What follows belongs to an exercise in optimizing a design on an open flow for small area; a production flow would make more cautious choices.
In this exercise RTL edits were held to simulation tests only and were not proved equivalent to the original.
Power and IR drop assume default switching activity.

==> flow/design.v (outline; a module is shown in full before it is edited, if it fits) <==
// module ma_fa: 4 lines
// module ma_ha: 4 lines
// module ma_x2: 3 lines
// module ma_oai22: 3 lines
// module ma_pp: 5 lines
// module ma_pp0: 3 lines
// module al_ao22: 3 lines
// module al_ao221: 3 lines
// module al_mux2i: 3 lines
// module ma_cpa: 130 lines
// module muladd: 799 lines
// module alu: 45 lines
// module decode: 27 lines
// module rf_hold: 8 lines
// module rf_aoi3: 6 lines
// module rf_nand11: 5 lines
// module rf_read: 28 lines
// module processor: 51 lines
module processor(
    input             clk,
    input             reset,
    input      [31:0] instr,
    output reg [31:0] result,
    output            zero_flag);
  // ...
==> flow/flow/run.sh <==
#!/bin/bash
# Own layout flow: the standard ORFS flow (standard.sh, unchanged
# synthesis) with extra ORFS settings on the make command line:
#   MATCH_CELL_FOOTPRINT=0  let the resizer change a cell's width when sizing
#                           (the platform sets 1)
#   RECOVER_POWER=100       after global routing, downsize cells off the
#                           critical paths (saves area as well as power)
# and BUFFER_PORTS_ARGS to buffer the ports with a plain buf_2.
# The make output goes to flow_make.log; ORFS's per-step logs stay under orfs/logs.
set -euo pipefail
export BUFFER_PORTS_ARGS="-buffer_cell sky130_fd_sc_hd__buf_2"
bash standard.sh MATCH_CELL_FOOTPRINT=0 RECOVER_POWER=100 finish > flow_make.log 2>&1
==> flow/standard.sh <==
#!/bin/bash
# synth_recipe.tcl (not shown) runs the flow's synth.tcl, then flattens the netlist and writes it again
# the make line also repeats each setting of config.mk as NAME=value (left out here)
make -C /OpenROAD-flow-scripts/flow DESIGN_CONFIG=/design/flow/config.mk WORK_HOME=/design/flow/orfs CLKGATE_MAP_FILE= SYNTH_SCRIPT=/design/flow/synth_recipe.tcl "${@:-finish}"
==> flow/config.mk <==
export PLATFORM = sky130hd
export DESIGN_NAME = processor
export DESIGN_NICKNAME = processor
export VERILOG_FILES = /design/flow/design.v
export SDC_FILE = /design/flow/constraint.sdc
export NUM_CORES = 4
export LEC_CHECK = 0
export ABC_CLOCK_PERIOD_IN_PS = 13000
export CAP_MARGIN = 0
export CORE_MARGIN = 2
export CORE_UTILIZATION = 62
export CTS_BUF_LIST = sky130_fd_sc_hd__clkbuf_8 sky130_fd_sc_hd__clkbuf_16
export CTS_CLUSTER_DIAMETER = 100
export CTS_CLUSTER_SIZE = 26
export PLACE_DENSITY = 0.74
export SLEW_MARGIN = 0
export SYNTH_HIERARCHICAL = 1
export SYNTH_MINIMUM_KEEP_SIZE = 0
==> flow/constraint.sdc <==
create_clock -name core_clock -period 13.0 [get_ports {clk}]
set_input_delay 2.6000 -clock core_clock [delete_from_list [all_inputs] [get_ports {clk}]]
set_output_delay 2.6000 -clock core_clock [all_outputs]
set_load 0.01 [all_outputs]
==> impl_metrics.yaml, run 1 <==
run_status:
  status: "failed layout checks"
  so_faults: "capacitance limit, slew limit, setup timing"
sta:
  finalCriticalPeriod_ns: 13.09
  hold_viol: 0
  fin_skew_ns: 0.0897
  final-setup-viol-count: 54
  fin_ws_ns: -0.0864
  fmax_mhz: 76.4
  slew_viol_final: 68
yosys:
  synthMuxAreaShare_pct: 1.12
  synth_compound_area_share_pct: 34.2
  ys_async_sr_fraction_pct: 0
  syn_area_per_cell_sq_um: 11.5
  yosysUniqueCellTypes: 61
  syn_area_sq_mm: 0.0574
  netlist.area_leader.share_pct: 36.8
  synth_top_flop_cell: "dfxtp_1"
  ys_ff_latch: 1056
critical_path:
  arrival_ns: 13.68
  crit_cells: 30
  setup.worst_path.start: "instr[24]"
  path_common_cell: "fa_1"
  r2r_cells: 28
cells_and_area:
  top_register: "g_rf.r"
  multi_input_area_share_pct: 54.8
  nets: 5288
  clkbuf_count: 48
  diodes: 19
  multi_input_area_sq_mm: 0.0325
cts:
  post_cts_resized: 0
  clkLatencyLatePin_ns: 0.72
  cts.reportedPaths.clkPinSlew_ns: 0.10
  cts-root-buf: "clkbuf_16"
global_route:
  grt_pass1_wl_mm: 353
  met3_usage_pct: 22.4
die:
  tap_cells: 1186
  core-area_sq_mm: 0.0917
  die_y_microns: 308
run:
  maxCapViolations: 2
place:
  place_congestion: 1.07
worst_hold_path:
  worstHoldStart: "g_rf[26].r[28]"
pwr:
  p_leak_nw: 24.7
==> inputs of run 2 (changes only) <==
==> flow/run.sh (new file) <==
#!/bin/bash
# synth_recipe.tcl (not shown) runs the flow's synth.tcl, then flattens the netlist and writes it again
# the make line also repeats each setting of config.mk as NAME=value (left out here)
make -C /OpenROAD-flow-scripts/flow DESIGN_CONFIG=/design/flow/config.mk WORK_HOME=/design/flow/orfs CLKGATE_MAP_FILE= SYNTH_SCRIPT=/design/flow/synth_recipe.tcl finish
--- a/flow/config.mk
+++ b/flow/config.mk
@@ -11,7 +11,8 @@
 export CORE_UTILIZATION = 62
 export CTS_BUF_LIST = sky130_fd_sc_hd__clkbuf_8 sky130_fd_sc_hd__clkbuf_16
-export CTS_CLUSTER_DIAMETER = 100
-export CTS_CLUSTER_SIZE = 26
+export CTS_CLUSTER_DIAMETER = 80
+export CTS_CLUSTER_SIZE = 20
 export PLACE_DENSITY = 0.74
+export SETUP_SLACK_MARGIN = 0.5
 export SLEW_MARGIN = 0
 export SYNTH_HIERARCHICAL = 1
removed: flow/flow/run.sh
removed: flow/standard.sh
==> run 2 against run 1 <==
Net effect:
- the run now finishes clean
- cell area up 3.7%
- via count is 1.6% higher
- global-route usage increased by 0.71 points
- utilization increased by 2.4 points
- die area stayed put
- largest power group unchanged
- register-to-register slack better by 0.80 ns
- highest routed layer unchanged
- synthesized cell count unchanged
- first-iteration DRC count increased by 4.1%
- total power up 4.7%
- non-clock buffer count grew 83
- critical path depth unchanged
==> impl_metrics.yaml, run 2 <==
run_status:
  status: "complete, no violations"
pwr:
  peakVddDrop_mv: 0.216
  power_w: 0.0162
  p_leak_nw: 25.6
  p_per_area_mw_per_mm2: 263
cts:
  cts_buffer_depth: 3
  cts.sinks: 1056
  ctsHtreeMaxLevel: 2
  cts.reportedPaths.clkPinSlew_ns: 0.09
  cts_tree: "done"
  clkLatencyLatePin_ns: 0.77
  holdBufCountCts: 0
  cts_buffers: 60
  cts-root-buf: "clkbuf_16"
critical_path:
  worst_path_max_delay_cell: "nand4_1"
  arrival_ns: 13.03
  critPathRequiredTime_ns: 13.59
  critPathCaptureType: "flip-flop"
  path_common_cell: "fa_1"
  critical_path.startpoint_type: "primary input"
  path_max_fanout: 20
  crit_type: "primary input to flip-flop"
  cpPeakStageDelay_ns: 0.93
place:
  dp_hpwl_mm: 164
  numPortBuffers: 66
  place_congestion: 1.05
yosys:
  seq_area_frac_synth_pct: 36.8
  synth-adder-area-share_pct: 9.62
  synth_compound_area_share_pct: 34.2
  yosys_warnings: 7
  synth_top_family_by_area: "compound AO/OA/AOI/OAI gates"
  netlist.area_leader.share_pct: 36.8
  yosysUniqueCellTypes: 61
  syn_area_sq_mm: 0.0574
  synthSimpleGateAreaFrac_pct: 5.03
  synthMuxAreaShare_pct: 1.12
  synth_most_common_cell: "dfxtp_1"
  synth_edf_count: 0
  synth_xor_area_share_pct: 5.05
  synthTopCellsByCount: "dfxtp_1, a22o_1, a222oi_1, buf_6, xor2_1"
  synth_top_flop_cell: "dfxtp_1"
  synth_area_leader_cell: "dfxtp_1"
  syn-instance-count: 4982
  ys_async_sr_fraction_pct: 0
  ys_ff_latch: 1056
  netlist_top_cells_area: "dfxtp_1, a22o_1, a222oi_1, fa_1, buf_6"
  syn_area_per_cell_sq_um: 11.5
sta:
  fmax_mhz: 80.4
  fin_skew_ns: 0.0881
  fin_crit_sh_pct: 95.7
  maxSlewHeadroom_pct: 9.44
  rsz0062_at_grt: "true"
  final-setup-viol-count: 0
  slew_viol_final: 0
  hold_viol: 0
  worst_pin_slew_ns: 1.36
  finalCriticalPeriod_ns: 12.44
route:
  vias: 53936
  first_pass_iters: 15
  drcViolationCount: 0
  vias_per_cell: 8.60
  drtIter0Drc: 13669
  drtAntennaViolNets: 0
  routed_wl_mm: 253
  drt-wirelength-per-cell_microns: 40.4
die:
  initial_core_util_pct: 62.6
  die_w_microns: 308
  core-area_sq_mm: 0.0917
  die_y_microns: 308
  io_pins: 67
  die-area_sq_mm: 0.0950
  rows: 111
cells_and_area:
  final_util_pct: 67.2
  final_cell_mix: "dfxtp_1, a22o_1, a222oi_1"
  reg.largest.list: "g_rf.r x1024, result x32"
  largest_reg_flops: 1024
  nets: 5384
  mostFrequentLayoutCell: "dfxtp_1"
  drive_gt1_share_pct: 15.2
  area_growth_syn_to_layout_pct: 7.26
  top_register: "g_rf.r"
global_route:
  grt_pass1_vias: 50119
  grt_use_total_pct: 51.5
  overflow: 0
  grt_pass1_wl_mm: 358
  grt_max_degree: 47
  grt_antenna_before_repair: 47
worst_hold_path:
  hold_class: "flip-flop to flip-flop"
run:
  maxCapViolations: 0
==> run 2: repair_timing <==
action / CTS / global route
resized for setup: 3 / 30
hold endpoints to repair: 0 / 0
pin swaps: 0 / 10
buffers inserted: 0 / 5
endpoints found under the setup margin: 14 / 311
==> run 2: final timing paths <==
check            startpoint        endpoint  slack, ns  cells after the start
max reg2reg    g_rf[0].r[0]   g_rf[21].r[0]       3.38                     31
min reg2reg  g_rf[26].r[28]  g_rf[26].r[28]       0.50                      1
max               instr[22]   g_rf[21].r[0]       0.56                     30
min          g_rf[26].r[28]  g_rf[26].r[28]       0.50                      1
==> run 2: area by class of cell <==
type / count / area, sq um
Antenna cell: 29 / 72.6
Clock buffer: 62 / 1530
Clock inverter: 11 / 223
Fill cell: 7142 / 30100
Inverter: 8 / 30.0
Multi-Input combinational cell: 3444 / 32700
Sequential cell: 1056 / 21100
Tap cell: 1186 / 1480
Timing Repair Buffer: 475 / 4350
==> run 2: metal layers <==
layer | up-vias | track usage (%) | wire length, microns
li1 | 21211 | - | -
met5 | - | 2.69 | 434
met1 | 26057 | 63.3 | 84800
met3 | 1324 | 24.0 | 45900
met2 | 5302 | 69.4 | 98100
met4 | 42 | 38.7 | 24000
==> run 2: cells by family (layout without fill, tap and decap cells) <==
family,count (synthesis),in the layout
AOI/OAI and AO/OA,2230,2230
and+or+nand+nor,503,503
xor gates and xnor gates,331,331
DFF,1056,1056
buffers and inverters,490,556
adders and majority gates,305,305
muxes,64,64
other,3,40
==> run 2: report_power, final <==
group	total (W)	switching (W)	leakage, nW	internal (W)
Combinational	0.00859	0.00506	16.2	0.00353
Clock	0.00207	0.00115	0.858	0.000925
Sequential	0.00550	0.000996	8.63	0.00450
Total	0.0162	0.00721	25.6	0.00896
==> run 2: modules after synthesis (local to each module, per instance), a selection <==
module	cells	cell area (sq um)	flip-flops and latches
decode	16	101	0
rf_aoi3	41	403	0
ma_pp0	2	12.5	0
al_ao22	1	8.76	0
ma_fa	1	20.0	0
al_ao221	1	10.0	0
alu	36	238	0
al_mux2i	1	10.0	0
ma_cpa	102	761	0
processor	1265	22300	1056
muladd	127	887	0
==> run 2: stage by stage <==
stage          worst slack [ns]  hold slack [ns]  cells  cell area [sq um]  setup TNS (ns)
2_1_floorplan             0.568            0.461   4990              57500               0
3_3_place_gp             -0.223            0.474   6164              59500           -8.01
3_5_place_dp             -0.244            0.476   6164              59500           -8.98
4_1_cts                   0.512            0.501   6237              61300               0
5_1_grt                   0.454            0.516   6256              61500               0
6_report                  0.564            0.503   6271              61600               0
==> run 2: critical path, delay by kind of cell <==
kind                     cells  cell delay, ns
multiplexers                 1            0.33
AO/OA/AOI/OAI                9            2.28
buffers and inverters        5            1.26
adder cells (fa/ha/maj)      8            3.70
XOR/XNOR                     1            0.13
AND/OR/NAND/NOR              6            2.69

==> what the ideal ports hide <==
The results above use ideal ports. As a check the final layouts listed here were re-extracted and re-timed, cells and wires unchanged. Step 1: set_driving_cell puts a clkbuf_16 on clk and a buf_2 on each other input, an assumption about the parent block. Step 2, shift: input delay + t, output delay - t, t = (earliest + latest rising clock arrival at the registers) / 2. This alone moves slack from input paths to output paths. a / b / c = ideal ports / drivers / drivers and shift; a / b = the first two.
run | t, ns | setup WS [ns] | worst setup path after step 2
run 1 | 0.750 | -0.086 / -0.080 / -0.830 | input to register
run 2 | 0.802 | 0.564 / 0.568 / -0.234 | input to register
With both steps, setup timing fails in run 2, where it was met with ideal ports. For run 2, which loses most, drivers alone change the setup slack by +0.004 ns; drivers and shift together by -0.798 ns.
